Context: an optimization exercise on an open-source flow, tuned for small area. The choices shown serve that exercise and are no tape-out recipe. At most, simulation tests tie the RTL to the original design; equivalence was not proved. No activity file was given, so power comes from the tool's default toggle rates.

## the previous run
==> flow/design.v (excerpt) <==
module alu32_top(
    input  wire        clk,
    input  wire [31:0] a,
    input  wire [31:0] b,
    input  wire [2:0]  op_code,
    output reg  [32:0] result,
    output reg         zero_flag,
    output reg         control_flag
    );
Size: ~390 cells after synthesis, ~100 I/O pins, ~4300 um^2 of cells after synthesis.
export LEC_CHECK = 0
export CAP_MARGIN = 20
export CORE_MARGIN = 2
export CORE_UTILIZATION = 40
export SLEW_MARGIN = 20
export SYNTH_HIERARCHICAL = 1
export SYNTH_MINIMUM_KEEP_SIZE = 0
create_clock -name core_clock -period 5.0 [get_ports {clk}]
standard.sh (not shown) runs the stock make flow with config.mk's settings and CLKGATE_MAP_FILE= SYNTH_SCRIPT=/design/flow/synth_recipe.tcl, a recipe that flattens the netlist after the stock synthesis.
==> flow/flow/run.sh <==
#!/bin/bash
# Standard ORFS layout with these changes: the port buffers use the smallest buffer cell;
# every combinational cell is put at its smallest drive strength after floorplanning (the
# repair steps then size up only what timing needs); clock tree synthesis adds no dummy
# loads; power recovery downsizes non-critical cells after global routing.
set -euo pipefail
W=$(pwd)
bash standard.sh BUFFER_PORTS_ARGS="-buffer_cell sky130_fd_sc_hd__buf_1" \
  POST_FLOORPLAN_TCL="$W/flow/downsize.tcl" \
  CTS_ARGS="-sink_clustering_enable -repair_clock_nets -dont_use_dummy_load" \
  RECOVER_POWER=100 finish > make_finish.log 2>&1
==> flow/flow/downsize.tcl <==
# POST_FLOORPLAN hook: put every combinational cell at the smallest drive strength of its
# family; the later repair steps size up what timing needs.
set n 0
foreach inst [[ord::get_db_block] getInsts] {
  set m [$inst getMaster]
  set name [$m getName]
  if {![regexp {^(sky130_fd_sc_hd__[a-z0-9]+)_([0-9]+)$} $name -> base sz]} { continue }
  if {[string match {*df*} $base] || [string match {*clk*} $base] || [string match {*tap*} $base]
      || [string match {*conb*} $base] || [string match {*dl*} $base]} { continue }
  set best ""
  set best_a 1e9
  foreach lc [get_lib_cells ${base}_*] {
    set ln [get_name $lc]
    if {![regexp "^${base}_\[0-9\]+\$" $ln]} { continue }
    if {[get_property $lc dont_use]} { continue }
    set a [get_property $lc area]
    if {$a < $best_a} { set best_a $a; set best $ln }
  }
  if {$best ne "" && $best ne $name} {
    $inst swapMaster [[ord::get_db] findMaster $best]
    incr n
  }
}
puts "downsize: replaced $n cells"
#### Input delta (the current run over the previous run)
--- a/flow/design.v
+++ b/flow/design.v
@@ -306,38 +306,48 @@
     alu_a21o u_r26 (.a1(sx[26]), .a2(ar), .b1(lt[26]), .y(r[26]));
     alu_o21ai u_r27 (.a1(sx[27]), .a2(nar), .b1(lt[27]), .y(r[27]));
     alu_o21ai u_r28 (.a1(sx[28]), .a2(nar), .b1(lt[28]), .y(r[28]));
     alu_a21o u_r29 (.a1(sx[29]), .a2(ar), .b1(lt[29]), .y(r[29]));
     alu_o21ai u_r30 (.a1(sx[30]), .a2(nar), .b1(lt[30]), .y(r[30]));
     alu_a21o u_r31 (.a1(sx[31]), .a2(ar), .b1(lt[31]), .y(r[31]));
     assign result = {hi, r};
     assign control_flag = hi;
     wire ze;
-    alu_nor #(.N(19)) u_zlo (.a(r[19:1]), .y(ze));
+    alu_nor #(.N(11)) u_zlo (.a(r[11:1]), .y(ze));
     wire zp0;
-    alu_nor2 u_zp0 (.a(r[20]), .b(r[21]), .y(zp0));
+    alu_nor2 u_zp0 (.a(r[12]), .b(r[13]), .y(zp0));
     wire zp1;
-    alu_nor2 u_zp1 (.a(r[22]), .b(r[23]), .y(zp1));
+    alu_nor2 u_zp1 (.a(r[14]), .b(r[15]), .y(zp1));
     wire zp2;
-    alu_nor2 u_zp2 (.a(r[24]), .b(r[25]), .y(zp2));
+    alu_nor2 u_zp2 (.a(r[16]), .b(r[17]), .y(zp2));
     wire zp3;
-    alu_nor2 u_zp3 (.a(r[26]), .b(r[27]), .y(zp3));
+    alu_nor2 u_zp3 (.a(r[18]), .b(r[19]), .y(zp3));
     wire zp4;
-    alu_nor2 u_zp4 (.a(r[28]), .b(r[29]), .y(zp4));
+    alu_nor2 u_zp4 (.a(r[20]), .b(r[21]), .y(zp4));
     wire zp5;
-    alu_nor2 u_zp5 (.a(r[30]), .b(r[31]), .y(zp5));
+    alu_nor2 u_zp5 (.a(r[22]), .b(r[23]), .y(zp5));
     wire zp6;
-    alu_nor2 u_zp6 (.a(hi), .b(r[0]), .y(zp6));
+    alu_nor2 u_zp6 (.a(r[24]), .b(r[25]), .y(zp6));
+    wire zp7;
+    alu_nor2 u_zp7 (.a(r[26]), .b(r[27]), .y(zp7));
+    wire zp8;
+    alu_nor2 u_zp8 (.a(r[28]), .b(r[29]), .y(zp8));
+    wire zp9;
+    alu_nor2 u_zp9 (.a(r[30]), .b(r[31]), .y(zp9));
+    wire zp10;
+    alu_nor2 u_zp10 (.a(hi), .b(r[0]), .y(zp10));
     wire zn0;
     alu_nand #(.N(4)) u_zn0 (.a({ze, zp0, zp1, zp2}), .y(zn0));
     wire zn1;
     alu_nand #(.N(4)) u_zn1 (.a({zp3, zp4, zp5, zp6}), .y(zn1));
-    alu_nor #(.N(2)) u_z (.a({zn0, zn1}), .y(zero_flag));
+    wire zn2;
+    alu_nand #(.N(4)) u_zn2 (.a({zp7, zp8, zp9, zp10}), .y(zn2));
+    alu_nor #(.N(3)) u_z (.a({zn0, zn1, zn2}), .y(zero_flag));
 endmodule
 module alu_xor2 (input a, input b, output y);
     assign y = a ^ b;
 endmodule
 module alu_xnor2 (input a, input b, output y);
     assign y = ~(a ^ b);
 endmodule
 module alu_ha (input a, input b, output s, output c);
     assign s = a ^ b;
~same die area in the current run and the previous run
Compared the current run vs the previous run, and combinational share of power is up in the current run.
Any difference in clock share of power between the previous run and the current run is small enough to ignore.
The synthesized cell count number comes out higher for the current run vs the previous run.
Looking at post-cts sizing count, the current run sits 1 higher than the previous run does.
Summary of the comparison: multi-input logic portion of the cell area is higher in the current run, relative to the previous run.
The previous run leaves less setup margin than the current run.
No functional check of the RTL was part of the previous run.

re-timing with driven ports:
No port has a modelled driver above. Below, the same layouts with a new extraction and two added sets of constraints. Step 1 (the two cells are an assumption about what drives the block):
set clk [get_ports {clk}]
set_driving_cell -lib_cell sky130_fd_sc_hd__clkbuf_16 $clk
set_driving_cell -lib_cell sky130_fd_sc_hd__buf_2 [delete_from_list [all_inputs] $clk]
Step 2 also shifts input and output timing later by t, the mid clock arrival at the registers, as if the neighbouring blocks saw the same clock. a / b / c = no drivers / after step 1 / after step 2; a / b = the first two.
| run | shift t [ns] | setup slack, ns | hold WS [ns] |
|---|---|---|---|
| the previous run | 0.392 | 0.415 / 0.415 / 0.415 | 0.683 / 0.683 / 0.683 |
| the current run | 0.398 | 0.456 / 0.456 / 0.456 | 0.678 / 0.678 / 0.678 |
After both steps setup and hold are still met in every run listed.
